Background: an optimization exercise with open tools, aiming at small area and a short achievable clock period. Do not read the settings as production practice. In this exercise RTL edits were held to simulation tests only and were not proved equivalent to the original. Power is estimated from default activity; no workload was simulated.

==> flow/design.v, too long to show whole: its modules and the start of the top module <==
// module my_fir: 2620 lines
// module fa_: 4 lines
// module anb_: 3 lines
// module ha_: 4 lines
// module or2_: 3 lines
// module orn_: 3 lines
// module padd_: 75 lines
// module x2_: 3 lines
// module cpa_: 113 lines
module my_fir
#(parameter F=10)
(
input logic                clk,
input logic                rst,
input logic signed  [15:0] filter_in,
output logic signed [31:0] filter_out
    );
  // ...
==> flow/run.sh <==
#!/bin/bash
# synth_recipe.tcl (not shown) runs the flow's synth.tcl, then flattens the netlist and writes it again
# the make line also repeats each setting of config.mk as NAME=value (left out here)
make -C /OpenROAD-flow-scripts/flow DESIGN_CONFIG=/design/flow/config.mk WORK_HOME=/design/flow/orfs CLKGATE_MAP_FILE= SYNTH_SCRIPT=/design/flow/synth_recipe.tcl finish
==> flow/config.mk <==
export PLATFORM = sky130hd
export DESIGN_NAME = my_fir
export DESIGN_NICKNAME = my_fir
export VERILOG_FILES = /design/flow/design.v
export SDC_FILE = /design/flow/constraint.sdc
export NUM_CORES = 4
export LEC_CHECK = 0
export ABC_CLOCK_PERIOD_IN_PS = 2600
export CAP_MARGIN = 20
export CORE_MARGIN = 2
export CORE_UTILIZATION = 60
export CTS_CLUSTER_DIAMETER = 80
export CTS_CLUSTER_SIZE = 18
export PLACE_DENSITY = 0.75
export SETUP_SLACK_MARGIN = 3.85
export SLEW_MARGIN = 20
export SYNTH_HIERARCHICAL = 1
==> flow/constraint.sdc <==
create_clock -name core_clock -period 6.5 [get_ports {clk}]
set_input_delay 1.3000 -clock core_clock [delete_from_list [all_inputs] [get_ports {clk}]]
set_output_delay 1.3000 -clock core_clock [all_outputs]
set_load 0.01 [all_outputs]
==> flow_metrics.tcl, run 1 <==
set metrics [dict create \
    pg_seq_uw 8110 \
    synth_top_family_by_area "adder cells" \
    num_tap_cells 846 \
    tns_ps 0 \
    cts_tree "yes" \
    outcome "finished clean" \
    synthToLayoutAreaGrowth_pct 7.89 \
    start_util_pct 60.9 \
    die_h_um 257 \
    drive_gt1_share_pct 9.56 \
    muxShareOfSynthArea_pct 0 \
    required_ps 5200 \
    syn_inst 2268 \
    die_area_um2 66200 \
    hp-class "reg2reg" \
    crit_start "q[21]" \
    cts_resized 78 \
    combPwrFrac_pct 54.8 \
    cts_sinks 734 \
    dominant_cells "multi-input combinational cells" \
    fin_nets 3234 \
    portBuffers 49 \
    nFlopsAndLatches 734 \
    ios 50 \
    yosys.area_share.adder_pct 41.9 \
    mostFrequentLayoutCell "fa_1" \
]
==> run 2: changes to the inputs <==
--- a/flow/config.mk
+++ b/flow/config.mk
@@ -12,6 +12,6 @@
 export CTS_CLUSTER_DIAMETER = 80
 export CTS_CLUSTER_SIZE = 18
 export PLACE_DENSITY = 0.75
-export SETUP_SLACK_MARGIN = 3.85
+export SETUP_SLACK_MARGIN = 3.95
 export SLEW_MARGIN = 20
 export SYNTH_HIERARCHICAL = 1
==> run 2 against run 1 <==
Compared with the run above:
- register-to-register slack better by 90 ps
- first-iteration DRC count down 5.2%
- non-clock buffer count up 3
- setup slack better by 91 ps
- clock skew down 1.9 ps
- utilization up 0.33 points
- total power up 0.51%
- via count about the same
- cell area up 0.51%
- final cell count about the same
- clock power about the same
==> flow_metrics.tcl, run 2 <==
set metrics [dict create \
    dpl.hpwl_um 71200 \
    synthXorXnorAreaFrac_pct 2.03 \
    wl_per_cell_um 28.3 \
    ys_warn_count 9 \
    ys_async_sr_fraction_pct 100 \
    power.density_nw_per_um2 589 \
    placed_cell_area_um2 40000 \
    path_cells "buf_6 > buf_2" \
    ant_nets 0 \
    combPwrFrac_pct 54.9 \
    met3_length_um 6320 \
    layout_common_cells "730 x fa_1, 599 x dfrtp_1, 291 x inv_1" \
    yosys.area_share.adder_pct 41.9 \
    row_count 92 \
    cts-root-buf "clkbuf_16" \
    p_seq_share_pct 33.0 \
    hold_slack_ps 351 \
    drt-met1-wl_um 38600 \
    grt_usage_pct 29.7 \
    switchingPower_uw 10200 \
    yosys-top-cells-area "dfrtp_1 43%, fa_1 38%, dfstp_2 5.3%" \
    tns_ps 0 \
    outcome "finished clean" \
    largest_reg_flops 256 \
    cts-htree-levels 2 \
    rsz0062_at_grt "true" \
    crit_buf_inv 2 \
    largest_registers "d: 256 flops, q: 22 flops" \
    final_cell_area_um2 41700 \
    grt_max_degree 156 \
    synth-main-ff-cell "dfrtp_1" \
    synth-seq-cells 734 \
    cts_tree "yes" \
    p_clk_share_pct 12.0 \
    critical-path-top-delay-family "flip-flops" \
    cts_sinks 734 \
    slew_headroom_pct 40.1 \
    skew_ps 15.4 \
    yosysSeqAreaShare_pct 48.0 \
    via_per_inst 5.61 \
    drive_gt1_share_pct 11.8 \
    period_needed_ps 2610 \
    grt_overflow_total 0 \
    cts_hold_repair.buffers 0 \
    gp_congestion 0.948 \
    drv_cap 0 \
    power.internal_uw 14400 \
    die_x_um 257 \
    grt_pass1_wl_um 138000 \
    finalCritPeriodShare_pct 40.2 \
    worst_setup_path_end_kind "output pin" \
    path_clk_slew_ps 80 \
    hold_viol 0 \
    synth.most_common_cell "fa_1" \
    synthToLayoutAreaGrowth_pct 8.44 \
    fill_cells 4242 \
    synth-compound-area-share_pct 2.55 \
    required_ps 5200 \
    highest_layer "met5" \
    yosysTopAreaCell "dfrtp_1" \
    peakVddDrop_v 0.000361 \
    top_register "d" \
    crit_arrival_ps 1310 \
    crit_type "reg2out" \
    mostFrequentLayoutCell "fa_1" \
    numCtsBuffers 48 \
    synth_top_area_share_pct 42.7 \
    crit_fanout 5 \
    die_h_um 257 \
    first_global_vias 21200 \
    synth.avg_cell_area_um2 17.0 \
    core_um2 63200 \
    drt_iter0_drc 1433 \
    routed_wl_um 91800 \
    startpoint_type "flop" \
    syn_inst 2268 \
    syn_nets 3135 \
    fin_nets 3237 \
    die_area_um2 66200 \
    ios 50 \
    slowest_delay_ps 440 \
    via_count 18200 \
    synth_edf_count 0 \
    cts_buffer_depth 3 \
    synth_top_cells_by_count "734 x fa_1, 656 x dfrtp_1, 292 x inv_1" \
    p_leak_uw 0.0182 \
    finalMaxSlewViolations 0 \
    synth_top_family_by_area "adder cells" \
    tightest_slew_ps 899 \
    setup_viol 0 \
    yosys.area_share.simple_pct 2.31 \
    drc 0 \
    swShare_pct 41.3 \
    cp_slowest_cell "dfrtp_2" \
    antenna_found_initial 6 \
    portBuffers 49 \
    ys_types 46 \
    total_power_uw 24600 \
    clk_latency_ps 620 \
    firstDrtPassIters 7 \
    syn_area_um2 38500 \
    hp-class "reg2reg" \
    clock.fmax_ghz 0.383 \
    final_util_pct 66.0 \
    start_util_pct 60.9 \
    dr_wl_met2_um 43400 \
    muxShareOfSynthArea_pct 0 \
]
run 2: final cells by class:
cell class                      count  area, um2  share of cell area, %
Tap cell                          846       1060                   2.54
Clock buffer                       73       1330                   3.18
Clock inverter                      6       58.8                  0.141
Inverter                          293       1100                   2.65
Antenna cell                        1       2.50                0.00600
Timing Repair Buffer               68        708                   1.70
Multi-Input combinational cell   1225      18900                   45.3
Sequential cell                   734      18500                   44.5
run 2: through the flow:
stage	setup slack (ps)	std cells
2_1_floorplan	-4790	2268
3_3_place_gp	3330	3156
3_5_place_dp	3280	3156
4_1_cts	3870	3241
5_1_grt	3840	3245
6_report	3890	3246
run 2: power groups by stage:
stage	logic (uW)	clock network (uW)	registers [uW]
after CTS	13600	3030	8120
final	13500	2960	8120
after floorplan	8960	0	7690
after global routing	15500	3210	8290
after global placement	13000	0	8140
after detailed placement	13500	0	8210
run 2: final timing paths:
path | depth (start not counted) | slack (ps) | to | startpoint
setup / recovery | 2 | 3890 | filter_out[23] | q[21]
hold reg to reg | 0 | 350 | h_4282 | r1_3776
min in group asynchronous | 2 | 1200 | r0_2048 | rst
setup reg to reg | 4 | 3950 | r0_2047 | pr2[5]
max in group asynchronous | 3 | 3940 | d[8][7] | rst
hold / removal | 0 | 350 | h_4282 | r1_3776
run 2: repair_timing:
item                                    4_1_cts  5_1_grt
hold endpoints to repair                      0        0
resized for setup                           144       48
pin swaps                                     1        4
buffers inserted                              5        4
endpoints found under the setup margin      215      332
cloned                                        1        0
run 2: cells by family after synthesis:
family,count (synthesis)
buf+inv,309
xor+xnor,89
flops,734
fa+ha+maj,849
compound gates,136
simple gates,151
run 2: modules after synthesis (local to each module, per instance):
module	copies in the design	flops+latches
cpa_	1	0
my_fir	1	734
anb_	6	0
x2_	35	0
or2_	25	0
ha_	2	0
padd_	6	0
orn_	3	0
fa_	676	0
run 2: metal layers:
metal,vias to the layer above,global-route usage (%)
li1,7165,-
met1,10300,43.8
met2,615,45.6
met3,168,5.99
met4,2,9.66
met5,-,0
run 2: worst register-to-register path, delay by kind of cell (launching register included):
family	cells	cell delay, ps
DFF	1	730
adders and majority gates	3	1690
buffers and inverters	1	60
==> run 3: changes to the inputs <==
==> flow/flow/run.sh (new file) <==
#!/bin/bash
# Standard layout, but the port buffers inserted before placement are plain
# buffers (buf_2) instead of the resizer's default delay cell; everything
# else is the standard flow (standard.sh).
export BUFFER_PORTS_ARGS="-buffer_cell sky130_fd_sc_hd__buf_2"
bash standard.sh > standard.log 2>&1
status=$?
cp standard.sh my_standard_copy.sh.txt 2>/dev/null
exit $status
==> flow/standard.sh (new file) <==
#!/bin/bash
# synth_recipe.tcl (not shown) runs the flow's synth.tcl, then flattens the netlist and writes it again
# the make line also repeats each setting of config.mk as NAME=value (left out here)
make -C /OpenROAD-flow-scripts/flow DESIGN_CONFIG=/design/flow/config.mk WORK_HOME=/design/flow/orfs CLKGATE_MAP_FILE= SYNTH_SCRIPT=/design/flow/synth_recipe.tcl "${@:-finish}"
removed: flow/run.sh
==> run 3 against run 2 <==
Compared with the run above:
- die area unchanged
- critical path type is now reg2reg
- non-clock buffer count rose by 1
- clock power hardly changed
- still clean on timing, DRC and antenna
- first-iteration DRC count grew 10%
- total power down 1.4%
- final cell count is the same
- largest cell class unchanged
- critical path depth is 3 higher
- global-route usage decreased by 0.58 points
- sequential share of layout area grew 0.19 points
- clock skew rose by 17 ps
==> flow_metrics.tcl, run 3 <==
set metrics [dict create \
    outcome "finished clean" \
    tns_ps 0 \
    mostFrequentLayoutCell "fa_1" \
    power.density_nw_per_um2 584 \
    start_util_pct 60.9 \
    grt_overflow_total 0 \
    largest_registers "d: 256 flops, q: 22 flops" \
    synth.most_common_cell "fa_1" \
    diodes 0 \
    synth-main-ff-cell "dfrtp_1" \
    multiInputGateArea_um2 18900 \
    via_count 18100 \
    dpl.hpwl_um 71100 \
    syn_area_um2 38500 \
    drv_cap 0 \
    cts-root-buf "clkbuf_16" \
    cts_sinks 734 \
    hp-class "reg2reg" \
    yosys-top-cells-area "dfrtp_1 43%, fa_1 38%, dfstp_2 5.3%" \
    routed_wl_um 89900 \
    drc 0 \
    grt_max_degree 175 \
    slew_headroom_pct 35.8 \
    finalMaxSlewViolations 0 \
    via_per_inst 5.57 \
    syn_nets 3135 \
    hp-start "d[6][14]" \
    numCtsBuffers 48 \
    reg2reg_slack_ps 3930 \
    p_leak_uw 0.0182 \
    setup_viol 0 \
    rr_worst_depth 5 \
    crit_arrival_ps 3040 \
    register_area_um2 18500 \
    yosysSeqAreaShare_pct 48.0 \
    hold_slack_ps 350 \
    cts-htree-levels 2 \
    die_x_um 257 \
    path_clk_slew_ps 80 \
    tightest_slew_ps 963 \
    final_cell_area_um2 41500 \
    crit-reg2reg-launch "r0_2060" \
    ios 50 \
    row_count 92 \
    syn_inst 2268 \
    synth.avg_cell_area_um2 17.0 \
    clock.fmax_ghz 0.390 \
    core_um2 63200 \
    skew_ps 32.2 \
    antenna_found_initial 5 \
    startpoint_type "flop" \
    path_cells "fa_1 > fa_1 > fa_1 > inv_1 > fa_1" \
    synthToLayoutAreaGrowth_pct 7.87 \
    worst_setup_path_end_kind "flop" \
    crit_fanout 1 \
    rsz0062_at_grt "true" \
    die_h_um 257 \
    critical-path-top-delay-family "adder cells" \
    crit_type "reg2reg" \
    synth_top_cells_by_count "734 x fa_1, 656 x dfrtp_1, 292 x inv_1" \
    crit_buf_inv 1 \
    drive_gt1_share_pct 12.8 \
    holdPathStages 0 \
    ys_types 46 \
    fin_nets 3238 \
    layout_common_cells "729 x fa_1, 615 x dfrtp_1, 291 x inv_1" \
    required_ps 6980 \
    peakVddDrop_v 0.000315 \
    hold_viol 0 \
    slowest_delay_ps 590 \
    ys_async_sr_fraction_pct 100 \
    wl_per_cell_um 27.7 \
    period_needed_ps 2570 \
    grt_pass1_wl_um 136000 \
    synth-seq-cells 734 \
    yosysTopAreaCell "dfrtp_1" \
    cts_buffer_depth 3 \
    r2r_end "r1_3717" \
    synth_top_area_share_pct 42.7 \
    synth_edf_count 0 \
    cp_common_cell "fa_1" \
    portBuffers 49 \
    finalCritPeriodShare_pct 39.5 \
    fill_cells 4305 \
    clk_latency_ps 620 \
    gp_congestion 0.950 \
    first_global_vias 21300 \
    placed_cell_area_um2 39800 \
    ant_nets 0 \
    hold-path-endpoint "d[7][14]" \
    top_register "d" \
    ys_warn_count 9 \
    drt_iter0_drc 1576 \
    grt_usage_pct 29.2 \
    cts_tree "yes" \
    largest_reg_flops 256 \
    die_area_um2 66200 \
    firstDrtPassIters 5 \
    cp_slowest_cell "fa_1" \
]
run 3: cell counts after synthesis:
Identical to the previous run, type by type.
run 3: repair_timing:
| action | in CTS | in global routing |
|---|---|---|
| gates cloned | 0 | 1 |
| pin swaps | 1 | 8 |
| endpoints found under the hold margin | 0 | 0 |
| hold buffers | 0 | 0 |
| buffers inserted | 2 | 7 |
| setup endpoints to repair | 74 | 246 |
| gates resized for setup | 31 | 45 |
run 3: worst max-delay path by stage:
stage / end / cells after the start / start
final: r1_3717 / 5 / r0_2060
after global placement: d[6][8] / 4 / rst
after CTS: pr5[15] / 7 / d[8][5]
after detailed placement: d[6][8] / 4 / rst
after global routing: r1_3717 / 5 / r0_2060
after floorplan: d[0][0] / 1 / rst
run 3: Yosys stat by module (local to each module, per instance):
module / copies in the design / cells / flops+latches
or2_: 25 / 1 / 0
cpa_: 1 / 137 / 0
padd_: 6 / 77 / 0
orn_: 3 / 1 / 0
x2_: 35 / 1 / 0
ha_: 2 / 1 / 0
anb_: 6 / 1 / 0
my_fir: 1 / 922 / 734
fa_: 676 / 1 / 0
run 3: per-layer routing:
| metal | global-route usage (%) | share of wire (%) | vias up |
|---|---|---|---|
| met1 | 41.0 | 40 | 10100 |
| met2 | 44.7 | 47 | 632 |
| met4 | 10.4 | 4.2 | 2 |
| met3 | 8.13 | 8.1 | 182 |
| li1 | - | - | 7151 |
| met5 | 0 | 0.014 | - |
run 3: kinds of logic (layout without fill, tap and decap cells):
group                    after synthesis  in the layout  synth area share, %
adder cells (fa/ha/maj)              849            849                 41.9
flip-flops                           734            734                 48.0
buffers and inverters                309            441                 3.17
AND/OR/NAND/NOR                      151            151                 2.31
AO/OA/AOI/OAI                        136            136                 2.55
XOR/XNOR                              89             89                 2.03
run 3: stage by stage:
stage | instances | util [%] | total power, uW | setup slack [ps]
2_1_floorplan | 2268 | - | 16700 | -4790
5_1_grt | 3246 | 65.7 | 26600 | 3860
6_report | 3246 | 65.7 | 24200 | 3930
4_1_cts | 3238 | 65.3 | 24400 | 3870
3_5_place_dp | 3157 | 62.9 | 21400 | 3350
3_3_place_gp | 3157 | 62.9 | 20800 | 3410
run 3: final cells by class:
cell class,instances,share of cell area (%)
Inverter,293,2.66
Clock inverter,6,0.157
Sequential cell,734,44.6
Tap cell,846,2.55
Clock buffer,73,3.22
Multi-Input combinational cell,1225,45.6
Timing Repair Buffer,69,1.12
run 3: power by group:
group	switching, uW	leakage [uW]	total (uW)	internal (uW)
Clock	1540	0.000671	2970	1430
Combinational	6970	0.00913	13200	6190
Sequential	1440	0.00844	8110	6670
run 3: worst reg2reg max path, stage by stage, from the launching register on:
cell and delay, ps:
dfrtp_1 390, fa_1 590, fa_1 480, fa_1 500
inv_1 50, fa_1 440
==> run 4: changes to the inputs <==
--- a/flow/config.mk
+++ b/flow/config.mk
@@ -12,6 +12,6 @@
 export CTS_CLUSTER_DIAMETER = 80
 export CTS_CLUSTER_SIZE = 18
 export PLACE_DENSITY = 0.75
-export SETUP_SLACK_MARGIN = 3.95
+export SETUP_SLACK_MARGIN = 4.05
 export SLEW_MARGIN = 20
 export SYNTH_HIERARCHICAL = 1
==> run 4 against run 3 <==
Compared with the run above:
- sequential power barely moved
- cell area grew 0.68%
- clock skew rose by 2.9 ps
- synthesized cell count stayed put
- die area did not move
- worst hold slack is essentially flat
- clock-buffer cell count stayed put
- utilization rose by 0.45 points
- critical path depth did not move
- critical endpoint unchanged
- largest power group unchanged
- highest routed layer unchanged
==> flow_metrics.tcl, run 4 <==
set metrics [dict create \
    outcome "finished clean" \
    top_register "d" \
    power.internal_uw 14400 \
    rr_worst_depth 5 \
    switchingPower_uw 10000 \
    start_util_pct 60.9 \
    ios 50 \
    setup_viol 0 \
    crit_type "reg2reg" \
    synth.avg_cell_area_um2 17.0 \
    required_ps 7040 \
    hold_slack_ps 350 \
    cp_slowest_cell "fa_1" \
    grt_pass1_wl_um 136000 \
    fin_nets 3247 \
    cts-htree-levels 2 \
    slew_headroom_pct 38.6 \
    register_area_um2 18600 \
    hold_viol 0 \
    via_count 18000 \
    hp-class "reg2reg" \
    holdPathStages 0 \
    grt_max_degree 175 \
    combPwrFrac_pct 54.6 \
    period_needed_ps 2600 \
    multiInputGateArea_um2 19100 \
    crit-reg2reg-launch "r0_2060" \
    r2r_end "r1_3717" \
    crit_fanout 1 \
    worst_setup_path_end_kind "flop" \
    rsz0062_at_grt "true" \
    finalCritPeriodShare_pct 40.0 \
    hold-path-endpoint "d[7][14]" \
    use_met1_pct 41.3 \
    met3_usage_pct 7.75 \
    cts-root-buf "clkbuf_16" \
    cts_sinks 734 \
    drc 0 \
    skew_ps 35.1 \
    synth-main-ff-cell "dfrtp_1" \
    cts_buffer_depth 3 \
    yosysSeqAreaShare_pct 48.0 \
    swShare_pct 41.0 \
    cts_hold_repair.buffers 0 \
    grt_usage_pct 29.2 \
    synth_top_area_share_pct 42.7 \
    path_cells "fa_1 > fa_2 > fa_1 > inv_2 > fa_2" \
    gp_congestion 0.950 \
    p_seq_share_pct 33.2 \
    slowest_delay_ps 600 \
    via_per_inst 5.54 \
    wl_per_cell_um 27.7 \
    clk_latency_ps 620 \
    first_global_vias 21300 \
    busiest_layer "met2" \
    syn_inst 2268 \
    mostFrequentLayoutCell "fa_1" \
    ant_nets 0 \
    drt_iter0_drc 1647 \
    p_leak_uw 0.0183 \
    ys_types 46 \
    cts_tree "yes" \
    portBuffers 49 \
    use_met2_pct 44.9 \
    hp-start "d[6][14]" \
    antenna_found_initial 3 \
    tightest_slew_ps 921 \
    core_um2 63200 \
    largest_registers "d: 256 flops, q: 22 flops" \
    path_clk_slew_ps 80 \
    die_area_um2 66200 \
    drive_gt1_share_pct 16.2 \
    synth.most_common_cell "fa_1" \
    power.density_nw_per_um2 585 \
    peakVddDrop_v 0.000322 \
    largest_reg_flops 256 \
    yosys-top-cells-area "dfrtp_1 43%, fa_1 38%, dfstp_2 5.3%" \
    diodes 0 \
    total_power_uw 24400 \
    yosysTopAreaCell "dfrtp_1" \
    syn_area_um2 38500 \
    grt_overflow_total 0 \
    drv_cap 0 \
    syn_nets 3135 \
    synth_top_cells_by_count "734 x fa_1, 656 x dfrtp_1, 292 x inv_1" \
    numCtsBuffers 48 \
    dpl.hpwl_um 71100 \
    row_count 92 \
    routed_wl_um 90200 \
    clock.fmax_ghz 0.385 \
    fill_cells 4278 \
    synth_edf_count 0 \
    synth-seq-cells 734 \
    layout_common_cells "710 x fa_1, 577 x dfrtp_1, 288 x inv_1" \
    ys_async_sr_fraction_pct 100 \
    critical-path-top-delay-family "adder cells" \
    startpoint_type "flop" \
    finalMaxSlewViolations 0 \
    reg2reg_slack_ps 3900 \
    firstDrtPassIters 5 \
    die_h_um 257 \
    p_clk_share_pct 12.1 \
    die_x_um 257 \
    crit_arrival_ps 3130 \
    synthToLayoutAreaGrowth_pct 8.60 \
    crit_buf_inv 1 \
    ys_warn_count 9 \
]
==> run 4: cells by family after synthesis <==
family	Yosys count	synth area share [%]
DFF	734	48.0
AOI/OAI and AO/OA	136	2.55
xor gates and xnor gates	89	2.03
buffers and inverters	309	3.17
and+or+nand+nor	151	2.31
adders and majority gates	849	41.9
==> run 4: power by group through the flow <==
stage                     sequential [uW]  clock, uW  combinational, uW
after floorplan                      7690          0               8960
after global placement               8140          0              12600
after detailed placement             8200          0              13200
after CTS                            8120       3040              13400
after global routing                 8290       3210              15300
final                                8120       2970              13400
==> run 4: worst register-to-register path: cells and delay by family, from the launching register on <==
family,cells,cell delay [ps]
buffers and inverters,1,40
flip-flops,1,390
adder cells (fa/ha/maj),4,2110
==> run 4: per-stage QoR <==
| step | utilization, % | worst slack (ps) | area, um2 | instances | setup TNS, ps |
|---|---|---|---|---|---|
| floorplan | - | -4790 | 38500 | 2268 | -3297380 |
| global placement | 62.9 | 3410 | 39800 | 3157 | 0 |
| detailed placement | 62.9 | 3350 | 39800 | 3157 | 0 |
| CTS | 65.6 | 3920 | 41400 | 3244 | 0 |
| global route | 66.1 | 3860 | 41800 | 3255 | 0 |
| finish | 66.1 | 3900 | 41800 | 3255 | 0 |
==> run 4: final cells by class <==
class,count,share of cell area (%)
clock inverters,6,0.156
multi-input cells,1225,45.7
flip-flops and latches,734,44.5
repair buffers,78,1.28
well taps,846,2.53
inverters,293,2.64
clock buffers,73,3.20
==> run 4: how the worst max path moves through the flow <==
stage                       start       to  cells after the start
after floorplan               rst  d[0][0]                      1
after global placement        rst  d[6][8]                      4
after detailed placement      rst  d[6][8]                      4
after CTS                 r0_2060  r1_3717                      5
after global routing      r0_2060  r1_3717                      5
final                     r0_2060  r1_3717                      5
==> run 4: routing by layer <==
layer	part of all wire (%)	vias up
li1	-	7170
met1	40	10000
met2	47	634
met3	8.4	195
met4	4.4	2
met5	0.018	-
==> run 4: repair_timing <==
action | in CTS | in global routing
pin swaps | 8 | 15
resized for setup | 94 | 68
endpoints found under the setup margin | 232 | 260
gates cloned | 0 | 1
buffers inserted | 8 | 10
==> run 4: Yosys stat by module, one instance, submodules excluded <==
module	copies in the design	cell area (um2)	flops+latches	cells
or2_	25	6.26	0	1
x2_	35	8.76	0	1
padd_	6	669	0	77
orn_	3	6.26	0	1
ha_	2	12.5	0	1
anb_	6	13.8	0	1
my_fir	1	19300	734	922
cpa_	1	1070	0	137
fa_	676	20.0	0	1
==> run 5: changes to the inputs <==
--- a/flow/config.mk
+++ b/flow/config.mk
@@ -9,9 +9,9 @@
 export CAP_MARGIN = 20
 export CORE_MARGIN = 2
 export CORE_UTILIZATION = 60
-export CTS_CLUSTER_DIAMETER = 80
-export CTS_CLUSTER_SIZE = 18
+export CTS_CLUSTER_DIAMETER = 100
+export CTS_CLUSTER_SIZE = 24
 export PLACE_DENSITY = 0.75
-export SETUP_SLACK_MARGIN = 4.05
+export SETUP_SLACK_MARGIN = 3.95
 export SLEW_MARGIN = 20
 export SYNTH_HIERARCHICAL = 1
==> run 5 against run 4 <==
Compared with the run above:
- still clean on timing, DRC and antenna
- non-clock buffer count is 12 lower
- combinational power hardly changed
- total power is 2.6% lower
- clock skew is 8.7 ps lower
- synthesized cell count stayed put
- global-route usage is 0.19 points lower
- critical path depth stayed put
- cell area is 1.5% lower
- setup slack better by 21 ps
- utilization is 0.98 points lower
- clock-buffer cell count is 19 lower
- worst hold slack better by 3.0 ps
- critical path type unchanged
- largest cell class unchanged
==> flow_metrics.tcl, run 5 <==
set metrics [dict create \
    synthToLayoutAreaGrowth_pct 6.99 \
    drv_cap 0 \
    cts_sinks 734 \
    holdPathStages 0 \
    ios 50 \
    routed_wl_um 89600 \
    cp_common_cell "fa_1" \
    cts_hold_repair.buffers 0 \
    finalCritPeriodShare_pct 39.6 \
    combPwrFrac_pct 55.1 \
    synth.avg_cell_area_um2 17.0 \
    synth_edf_count 0 \
    swShare_pct 41.4 \
    p_seq_share_pct 34.1 \
    cp_slowest_cell "fa_1" \
    hold-path-endpoint "d[13][6]" \
    yosys-top-cells-area "dfrtp_1 43%, fa_1 38%, dfstp_2 5.3%" \
    grt_overflow_total 0 \
    start_util_pct 60.9 \
    peakVddDrop_v 0.000323 \
    p_leak_uw 0.0181 \
    skew_ps 26.4 \
    wl_per_cell_um 27.8 \
    drive_gt1_share_pct 12.4 \
    syn_nets 3135 \
    drt_iter0_drc 1534 \
    tightest_slew_ps 953 \
    cts_tree "yes" \
    power.internal_uw 14000 \
    core_um2 63200 \
    fin_nets 3224 \
    crit-reg2reg-launch "r0_2060" \
    outcome "finished clean" \
    hp-start "d[12][6]" \
    largest_registers "d: 256 flops, q: 22 flops" \
    worst_setup_path_end_kind "flop" \
    setup_viol 0 \
    yosysTopAreaCell "dfrtp_1" \
    grt_pass1_wl_um 135000 \
    layout_setup_ws_ps 3920 \
    p_clk_share_pct 10.9 \
    numCtsBuffers 37 \
    slew_headroom_pct 36.5 \
    grt_usage_pct 29.1 \
    synth-seq-cells 734 \
    synth.most_common_cell "fa_1" \
    rr_worst_depth 5 \
    ant_nets 0 \
    path_clk_slew_ps 90 \
    r2r_end "r1_3717" \
    final_cell_area_um2 41200 \
    synth_top_area_share_pct 42.7 \
    syn_inst 2268 \
    required_ps 6960 \
    syn_area_um2 38500 \
    die_h_um 257 \
    crit_type "reg2reg" \
    firstDrtPassIters 5 \
    path_cells "fa_1 > fa_1 > fa_1 > inv_1 > fa_1" \
    crit_fanout 1 \
    power.density_nw_per_um2 579 \
    rsz0062_at_grt "true" \
    cts_buffer_depth 3 \
    crit_start "r0_2060" \
    antenna_found_initial 3 \
    ys_async_sr_fraction_pct 100 \
    crit_arrival_ps 3030 \
    clock.fmax_ghz 0.388 \
    ys_types 46 \
    drc 0 \
    top_register "d" \
    cts-root-buf "clkbuf_16" \
    grt_max_degree 175 \
    finalMaxSlewViolations 0 \
    synth_top_cells_by_count "734 x fa_1, 656 x dfrtp_1, 292 x inv_1" \
    via_per_inst 5.60 \
    placed_cell_area_um2 39800 \
    cts-htree-levels 2 \
    gp_congestion 0.950 \
    clk_latency_ps 600 \
    slowest_delay_ps 600 \
    row_count 92 \
    mostFrequentLayoutCell "fa_1" \
    via_count 18000 \
    die_area_um2 66200 \
    startpoint_type "flop" \
    diodes 0 \
    tns_ps 0 \
    pre_cts_ws_ps 3350 \
    ys_warn_count 9 \
    hold_viol 0 \
    reg2reg_slack_ps 3920 \
    first_global_vias 21100 \
    period_needed_ps 2580 \
    synth-main-ff-cell "dfrtp_1" \
    layout_common_cells "728 x fa_1, 610 x dfrtp_1, 291 x inv_1" \
    dpl.hpwl_um 71100 \
    largest_reg_flops 256 \
    switchingPower_uw 9850 \
    hp-class "reg2reg" \
    yosysSeqAreaShare_pct 48.0 \
    die_x_um 257 \
    portBuffers 49 \
]
## run 5: cell counts after synthesis
No cell type changed its count.
## run 5: power groups by stage
stage / sequential [uW] / combinational, uW / clock (uW)
finish: 8110 / 13100 / 2590
global route: 8280 / 15100 / 2830
CTS: 8110 / 13300 / 2660
detailed placement: 8200 / 13200 / 0
global placement: 8140 / 12600 / 0
floorplan: 7690 / 8960 / 0
## run 5: cells by family (layout without fill, tap and decap cells)
group           count (synthesis)  in the layout  share of synthesized area (%)
fa+ha+maj                     849            849                           41.9
xor+xnor                       89             89                           2.03
buf+inv                       309            419                           3.17
simple gates                  151            151                           2.31
compound gates                136            136                           2.55
flops                         734            734                           48.0
## run 5: critical path, delay by kind of cell (launching register included)
family | cells | cell delay, ps
buffers and inverters | 1 | 50
adder cells (fa/ha/maj) | 4 | 2020
flip-flops | 1 | 390
## run 5: worst max path at each step
stage	depth (start not counted)	endpoint
final	5	r1_3717
after global routing	5	r1_3717
after CTS	4	d[8][7]
after detailed placement	4	d[6][8]
after global placement	4	d[6][8]
after floorplan	1	d[0][0]
## run 5: timing repair
item / 4_1_cts / 5_1_grt
endpoints found under the setup margin: 80 / 256
gates resized for setup: 37 / 44
buffers inserted: 2 / 4
cloned: 0 / 1
pin swaps: 1 / 7
## run 5: final cells by class
| cell class | count | area [um2] |
|---|---|---|
| timing repair buffer | 66 | 443 |
| clock inverter | 6 | 55.1 |
| sequential | 734 | 18500 |
| tap | 846 | 1060 |
| inverter | 293 | 1100 |
| clock buffer | 54 | 1030 |
| fill | 4353 | 22000 |
| multi-input combinational | 1225 | 18900 |
## run 5: layer usage
layer | vias to the layer above | GRT usage (%) | routed length [um]
li1 | 7120 | - | -
met1 | 10100 | 40.8 | 35800
met2 | 633 | 44.6 | 42400
met3 | 171 | 8.21 | 7630
met4 | 0 | 10.1 | 3730
met5 | - | 0 | 0
## run 5: Yosys stat by module, one instance, submodules excluded
module / cells inside / area, um2 / times used / flops+latches
padd_: 77 / 669 / 6 / 0
fa_: 1 / 20.0 / 676 / 0
my_fir: 922 / 19300 / 1 / 734
cpa_: 137 / 1070 / 1 / 0
ha_: 1 / 12.5 / 2 / 0
or2_: 1 / 6.26 / 25 / 0
x2_: 1 / 8.76 / 35 / 0
anb_: 1 / 13.8 / 6 / 0
orn_: 1 / 6.26 / 3 / 0
## run 5: through the flow
step	hold slack, ps	utilization, %	power [uW]	std cells
after global routing	362	65.1	26200	3224
after CTS	355	64.8	24000	3219
final	353	65.1	23800	3224
after floorplan	331	-	16700	2268
after detailed placement	335	62.9	21400	3157
after global placement	331	62.9	20800	3157
==> run 6: changes to the inputs <==
--- a/flow/config.mk
+++ b/flow/config.mk
@@ -8,10 +8,10 @@
 export ABC_CLOCK_PERIOD_IN_PS = 2600
 export CAP_MARGIN = 20
 export CORE_MARGIN = 2
-export CORE_UTILIZATION = 60
+export CORE_UTILIZATION = 70
 export CTS_CLUSTER_DIAMETER = 100
 export CTS_CLUSTER_SIZE = 24
-export PLACE_DENSITY = 0.75
+export PLACE_DENSITY = 0.82
 export SETUP_SLACK_MARGIN = 3.95
 export SLEW_MARGIN = 20
 export SYNTH_HIERARCHICAL = 1
==> run 6 against run 5 <==
Compared with the run above:
- combinational power up 5%
- critical path type unchanged
- synthesized cell count unchanged
- highest routed layer is now met5
- die area down 14%
- still clean
==> flow_metrics.tcl, run 6 <==
set metrics [dict create \
    cp_slowest_cell "fa_1" \
    via_count 18200 \
    ys_types 46 \
    p_leak_uw 0.0181 \
    largest_registers "d: 256 flops, q: 22 flops" \
    crit_fanout 1 \
    layout_common_cells "726 x fa_1, 611 x dfrtp_1, 291 x inv_1" \
    hold_viol 0 \
    synth.avg_cell_area_um2 17.0 \
    largest_reg_flops 256 \
    grt_overflow_total 0 \
    syn_nets 3135 \
    fin_cells 3076 \
    power.density_nw_per_um2 594 \
    start_util_pct 71.2 \
    fill_cells 3057 \
    synth.most_common_cell "fa_1" \
    layout_setup_ws_ps 3920 \
    wl_per_cell_um 29.6 \
    crit_arrival_ps 3040 \
    top_register "d" \
    total_power_uw 24400 \
    placed_cell_area_um2 39600 \
    synth_top_area_share_pct 42.7 \
    die_x_um 238 \
    use_met1_pct 48.6 \
    die_h_um 238 \
    synth-seq-cells 734 \
    yosysTopAreaCell "dfrtp_1" \
    cts_buffer_depth 3 \
    ant_nets 0 \
    dpl.hpwl_um 71000 \
    syn_area_um2 38500 \
    cts-root-buf "clkbuf_16" \
    fin_nets 3228 \
    use_met2_pct 52.7 \
    firstDrtPassIters 5 \
    antenna_found_initial 3 \
    cts-htree-levels 2 \
    finalCritPeriodShare_pct 39.7 \
    rsz0062_at_grt "true" \
    synthToLayoutAreaGrowth_pct 6.71 \
    via_per_inst 5.90 \
    register_area_um2 18500 \
    critical-path-top-delay-family "adder cells" \
    worst_setup_path_end_kind "flop" \
    multiInputGateArea_um2 19000 \
    slew_headroom_pct 44.5 \
    synth_top_cells_by_count "734 x fa_1, 656 x dfrtp_1, 292 x inv_1" \
    portBuffers 49 \
    routed_wl_um 90900 \
    busiest_layer "met2" \
    mostFrequentLayoutCell "fa_1" \
    required_ps 6960 \
    final_cell_area_um2 41000 \
    clk_latency_ps 590 \
    drive_gt1_share_pct 12.8 \
    grt_pass1_wl_um 135000 \
    syn_inst 2268 \
    core_um2 54000 \
    skew_ps 23.3 \
    first_global_vias 21200 \
    drt_iter0_drc 1471 \
    tns_ps 0 \
    ios 50 \
    cp_common_cell "fa_1" \
    period_needed_ps 2580 \
    ys_async_sr_fraction_pct 100 \
    outcome "finished clean" \
    startpoint_type "flop" \
    path_cells "fa_1 > fa_1 > fa_1 > fa_1" \
    yosysSeqAreaShare_pct 48.0 \
    cts_sinks 734 \
    drv_cap 0 \
    hp-class "reg2reg" \
    yosys-top-cells-area "dfrtp_1 43%, fa_1 38%, dfstp_2 5.3%" \
    tightest_slew_ps 833 \
    synth_edf_count 0 \
    met3_usage_pct 11.2 \
    path_clk_slew_ps 100 \
    slowest_delay_ps 570 \
    cts_hold_repair.buffers 0 \
    crit_type "reg2reg" \
    clock.fmax_ghz 0.388 \
    reg2reg_slack_ps 3920 \
    finalMaxSlewViolations 0 \
    row_count 85 \
    cts_tree "yes" \
    ys_warn_count 9 \
    pre_cts_ws_ps 3290 \
    die_area_um2 56800 \
    grt_max_degree 144 \
    crit_buf_inv 0 \
    synth-main-ff-cell "dfrtp_1" \
    drc 0 \
    setup_viol 0 \
    grt_usage_pct 34.7 \
    numCtsBuffers 36 \
    placed_cells 3005 \
    peakVddDrop_v 0.000330 \
    gp_congestion 0.987 \
    diodes 0 \
]
==> run 6: per-stage QoR <==
| stage | util, % | hold slack, ps |
|---|---|---|
| final | 76.0 | 354 |
| after global routing | 76.0 | 343 |
| after CTS | 75.5 | 348 |
| after detailed placement | 73.3 | 335 |
| after global placement | 73.3 | 332 |
| after floorplan | - | 331 |
==> run 6: routing by layer <==
metal / wire, um / part of all wire (%)
met4: 3870 / 4.3
met3: 9100 / 10
met2: 42800 / 47
met5: 13 / 0.014
met1: 35100 / 39
==> run 6: timing repair <==
item | 4_1_cts | 5_1_grt
pin swaps | 10 | 9
endpoints found under the setup margin | 127 | 75
resized for setup | 46 | 46
cloned | 1 | 0
buffers inserted | 6 | 7
==> run 6: layout make-up <==
type / count / area share, %
sequential: 734 / 45.2
clock buffer: 53 / 2.43
tap: 696 / 2.12
multi-input combinational: 1225 / 46.2
clock inverter: 4 / 0.189
inverter: 293 / 2.69
timing repair buffer: 70 / 1.15
timing repair inverter: 1 / 0.0183
==> run 6: logic make-up (layout without fill, tap and decap cells) <==
| logic type | count (synthesis) | in the layout | synth area share (%) |
|---|---|---|---|
| xor gates and xnor gates | 89 | 89 | 2.03 |
| buffers and inverters | 309 | 421 | 3.17 |
| AOI/OAI and AO/OA | 136 | 136 | 2.55 |
| and+or+nand+nor | 151 | 151 | 2.31 |
| adders and majority gates | 849 | 849 | 41.9 |
| DFF | 734 | 734 | 48.0 |
==> run 6: Yosys stat by module (local to each module, per instance), a selection <==
| module | flops+latches | cell area, um2 | cells inside |
|---|---|---|---|
| my_fir | 734 | 19300 | 922 |
| ha_ | 0 | 12.5 | 1 |
| anb_ | 0 | 13.8 | 1 |
| x2_ | 0 | 8.76 | 1 |
| fa_ | 0 | 20.0 | 1 |
| or2_ | 0 | 6.26 | 1 |
| orn_ | 0 | 6.26 | 1 |
==> run 6: final timing paths <==
kind / from / end / depth (start not counted)
max reg2reg: r0_2062 / r1_3717 / 4
max: r0_2062 / r1_3717 / 4
min: d[12][12] / d[13][12] / 0
min reg2reg: d[12][12] / d[13][12] / 0
min in group asynchronous: rst / r0_2077 / 2
max in group asynchronous: rst / d[8][1] / 4
==> run 6: report_power, final <==
| part | leakage (uW) | switching [uW] | internal (uW) |
|---|---|---|---|
| Combinational | 0.00913 | 7300 | 6360 |
| Clock | 0.000518 | 1420 | 1160 |
| Sequential | 0.00843 | 1460 | 6670 |
==> run 7: changes to the inputs <==
--- a/flow/config.mk
+++ b/flow/config.mk
@@ -8,10 +8,10 @@
 export ABC_CLOCK_PERIOD_IN_PS = 2600
 export CAP_MARGIN = 20
 export CORE_MARGIN = 2
-export CORE_UTILIZATION = 70
-export CTS_CLUSTER_DIAMETER = 100
-export CTS_CLUSTER_SIZE = 24
-export PLACE_DENSITY = 0.82
+export CORE_UTILIZATION = 60
+export CTS_CLUSTER_DIAMETER = 110
+export CTS_CLUSTER_SIZE = 28
+export PLACE_DENSITY = 0.75
 export SETUP_SLACK_MARGIN = 3.95
 export SLEW_MARGIN = 20
 export SYNTH_HIERARCHICAL = 1
==> run 7 against run 6 <==
Compared with the run above:
- clock power down about 10%
- maximum frequency decreased by 0.15%
- worst hold slack gained 2.4 ps
- area after synthesis is the same
- critical endpoint unchanged
- final cell count up 4.7%
- still clean on timing, DRC and antenna
- sequential power barely moved
- largest power group unchanged
- combinational power is 4% lower
- die area is 16% higher
- sequential cell count stayed put
- largest cell class unchanged
- highest routed layer is now met4
- first-iteration DRC count is 3.7% higher
- synthesized cell count did not move
- utilization is 11 points lower
==> flow_metrics.tcl, run 7 <==
set metrics [dict create \
    wl_per_cell_um 27.7 \
    grt_usage_pct 28.8 \
    die_area_um2 66200 \
    drc 0 \
    synth-seq-cells 734 \
    p_clk_share_pct 9.8 \
    r2r_end "r1_3717" \
    syn_nets 3135 \
    core_um2 63200 \
    tightest_slew_ps 938 \
    largest_reg_flops 256 \
    path_clk_slew_ps 110 \
    cp_slowest_cell "fa_1" \
    ys_types 46 \
    crit_arrival_ps 3110 \
    reg2reg_slack_ps 3920 \
    synth.avg_cell_area_um2 17.0 \
    synthToLayoutAreaGrowth_pct 6.49 \
    critical-path-top-delay-family "adder cells" \
    peakVddDrop_v 0.000271 \
    synth.most_common_cell "fa_1" \
    hp-class "reg2reg" \
    path_cells "fa_1 > fa_1 > fa_1 > inv_1 > fa_1" \
    cts_sinks 734 \
    p_seq_share_pct 34.4 \
    drv_cap 0 \
    grt_overflow_total 0 \
    portBuffers 49 \
    total_power_uw 23500 \
    syn_area_um2 38500 \
    placed_cell_area_um2 39800 \
    top_register "d" \
    die_h_um 257 \
    drive_gt1_share_pct 11.9 \
    tns_ps 0 \
    numCtsBuffers 30 \
    required_ps 7020 \
    holdPathStages 0 \
    outcome "finished clean" \
    synth_top_cells_by_count "734 x fa_1, 656 x dfrtp_1, 292 x inv_1" \
    mostFrequentLayoutCell "fa_1" \
    ys_warn_count 9 \
    routed_wl_um 89200 \
    drt_iter0_drc 1526 \
    yosys-top-cells-area "dfrtp_1 43%, fa_1 38%, dfstp_2 5.3%" \
    rsz0062_at_grt "true" \
    layout_common_cells "730 x fa_1, 615 x dfrtp_1, 291 x inv_1" \
    crit-reg2reg-launch "r0_2060" \
    cts_tree "yes" \
    p_leak_uw 0.0180 \
    fin_nets 3217 \
    switchingPower_uw 9790 \
    via_per_inst 5.53 \
    fill_cells 4398 \
    die_x_um 257 \
    grt_max_degree 175 \
    period_needed_ps 2580 \
    power.density_nw_per_um2 575 \
    gp_congestion 0.950 \
    ios 50 \
    clk_latency_ps 650 \
    worst_setup_path_end_kind "flop" \
    finalMaxSlewViolations 0 \
    cts-htree-levels 1 \
    hold-path-endpoint "d[13][13]" \
    yosysSeqAreaShare_pct 48.0 \
    row_count 92 \
    hold_viol 0 \
    synth-main-ff-cell "dfrtp_1" \
    grt_pass1_wl_um 135000 \
    crit_fanout 1 \
    startpoint_type "flop" \
    skew_ps 15.4 \
    swShare_pct 41.6 \
    cts-root-buf "clkbuf_16" \
    syn_inst 2268 \
    combPwrFrac_pct 55.7 \
    cts_hold_repair.buffers 0 \
    rr_worst_depth 5 \
    finalCritPeriodShare_pct 39.7 \
    cts_buffer_depth 3 \
    first_global_vias 21200 \
    clock.fmax_ghz 0.387 \
    ys_async_sr_fraction_pct 100 \
    start_util_pct 60.9 \
    diodes 0 \
    crit_type "reg2reg" \
    setup_viol 0 \
    synth_edf_count 0 \
    slowest_delay_ps 600 \
    hp-start "d[12][13]" \
    cp_common_cell "fa_1" \
    power.internal_uw 13700 \
    slew_headroom_pct 37.5 \
    via_count 17800 \
    yosysTopAreaCell "dfrtp_1" \
    crit_buf_inv 1 \
    final_cell_area_um2 41000 \
    largest_registers "d: 256 flops, q: 22 flops" \
    ant_nets 0 \
    dpl.hpwl_um 71100 \
    firstDrtPassIters 5 \
    synth_top_area_share_pct 42.7 \
    antenna_found_initial 3 \
]
[run 7: cell counts after synthesis]
Identical to the previous run, type by type.
[run 7: stage by stage]
step	worst slack [ps]	std cells	hold slack, ps	util [%]
final	3920	3220	356	64.8
after global routing	3860	3220	366	64.8
after CTS	3900	3215	355	64.5
after detailed placement	3350	3157	335	62.9
after global placement	3410	3157	331	62.9
after floorplan	-4790	2268	331	-
[run 7: routing by layer]
metal / vias to the layer above / global-route usage, % / wire, um / part of all wire (%)
met2: 615 / 44.6 / 42200 / 47
met5: - / 0 / 0 / 0
li1: 7102 / - / - / -
met1: 9927 / 40.8 / 35800 / 40
met3: 173 / 7.35 / 7460 / 8.4
met4: 0 / 9.84 / 3810 / 4.3
[run 7: cell type report]
class / count / area, um2 / share of cell area, %
Clock buffer: 53 / 868 / 2.12
Multi-Input combinational cell: 1225 / 18900 / 46.2
Clock inverter: 3 / 26.3 / 0.0641
Timing Repair Buffer: 66 / 443 / 1.08
Tap cell: 846 / 1060 / 2.58
Inverter: 293 / 1100 / 2.69
Sequential cell: 734 / 18500 / 45.2
[run 7: per-module statistics from Yosys (local to each module, per instance)]
module / copies in the design / flops+latches
fa_: 676 / 0
orn_: 3 / 0
x2_: 35 / 0
cpa_: 1 / 0
padd_: 6 / 0
or2_: 25 / 0
anb_: 6 / 0
my_fir: 1 / 734
ha_: 2 / 0
[run 7: power by group through the flow]
| stage | Sequential, uW | Clock (uW) | Combinational, uW |
|---|---|---|---|
| after global routing | 8280 | 2550 | 15100 |
| final | 8100 | 2320 | 13100 |
| after floorplan | 7690 | 0 | 8960 |
| after CTS | 8110 | 2390 | 13300 |
| after detailed placement | 8200 | 0 | 13200 |
| after global placement | 8140 | 0 | 12600 |
[run 7: timing repair]
| item | in CTS | in global routing |
|---|---|---|
| pin swaps | 1 | 5 |
| gates cloned | 0 | 1 |
| gates resized for setup | 38 | 39 |
| setup buffers | 2 | 4 |
| endpoints found under the setup margin | 75 | 169 |
[run 7: worst max-delay path by stage]
| stage | startpoint | endpoint | slack, ps | cells past startpoint |
|---|---|---|---|---|
| 5_1_grt | r0_2060 | r1_3717 | 3860 | 5 |
| 6_report | r0_2060 | r1_3717 | 3920 | 5 |
| 2_1_floorplan | rst | d[0][0] | -4790 | 1 |
| 4_1_cts | q[21] | filter_out[21] | 3900 | 1 |
| 3_3_place_gp | rst | d[6][8] | 3410 | 4 |
| 3_5_place_dp | rst | d[6][8] | 3350 | 4 |
[run 7: cells by family (layout without fill, tap and decap cells)]
kind of cell,Yosys count,in the layout,synth area share (%)
XOR/XNOR,89,89,2.03
buffers and inverters,309,415,3.17
adder cells (fa/ha/maj),849,849,41.9
AO/OA/AOI/OAI,136,136,2.55
AND/OR/NAND/NOR,151,151,2.31
flip-flops,734,734,48.0

## what the ideal ports hide
How much do the figures lean on ideal ports? The routed layouts below were timed once more, with nothing changed but the port constraints.
Step 1 sets driving cells, clkbuf_16 on the clock port and buf_2 on the other inputs (assumed; they add their load-dependent delay and slew).
Step 2 moves the port delays by t, midway between the first and last clock arrival at a register: inputs arrive t later, outputs are due t later. That takes back most of the time a late clock gives input paths.
Slacks: ideal ports / drivers / drivers and shift; pairs: ideal ports / drivers.
| run | t, ns | setup WS [ns] | worst hold slack (ns) | clock arrival spread, ns | worst slew at a driven data input, ns |
|---|---|---|---|---|---|
| run 1 | 0.671 | 3.799 / 3.736 / 3.316 | 0.351 / 0.351 / 0.351 | 0.020 / 0.020 | 0.04 |
| run 2 | 0.669 | 3.889 / 3.826 / 3.313 | 0.351 / 0.351 / 0.351 | 0.018 / 0.017 | 0.04 |
| run 3 | 0.667 | 3.933 / 3.918 / 3.600 | 0.350 / 0.350 / 0.350 | 0.033 / 0.033 | 0.04 |
| run 4 | 0.667 | 3.903 / 3.903 / 3.737 | 0.350 / 0.350 / 0.350 | 0.035 / 0.036 | 0.04 |
| run 5 | 0.645 | 3.923 / 3.923 / 3.604 | 0.353 / 0.353 / 0.353 | 0.028 / 0.028 | 0.03 |
| run 6 | 0.642 | 3.921 / 3.921 / 3.580 | 0.354 / 0.354 / 0.354 | 0.024 / 0.024 | 0.04 |
| run 7 | 0.698 | 3.917 / 3.879 / 3.608 | 0.356 / 0.356 / 0.356 | 0.017 / 0.017 | 0.03 |
After both steps setup and hold are still met in every run listed. For run 2, which loses most, drivers alone change the setup slack by -0.063 ns; drivers and shift together by -0.576 ns. The worst setup slack also covers recovery checks on asynchronous resets.
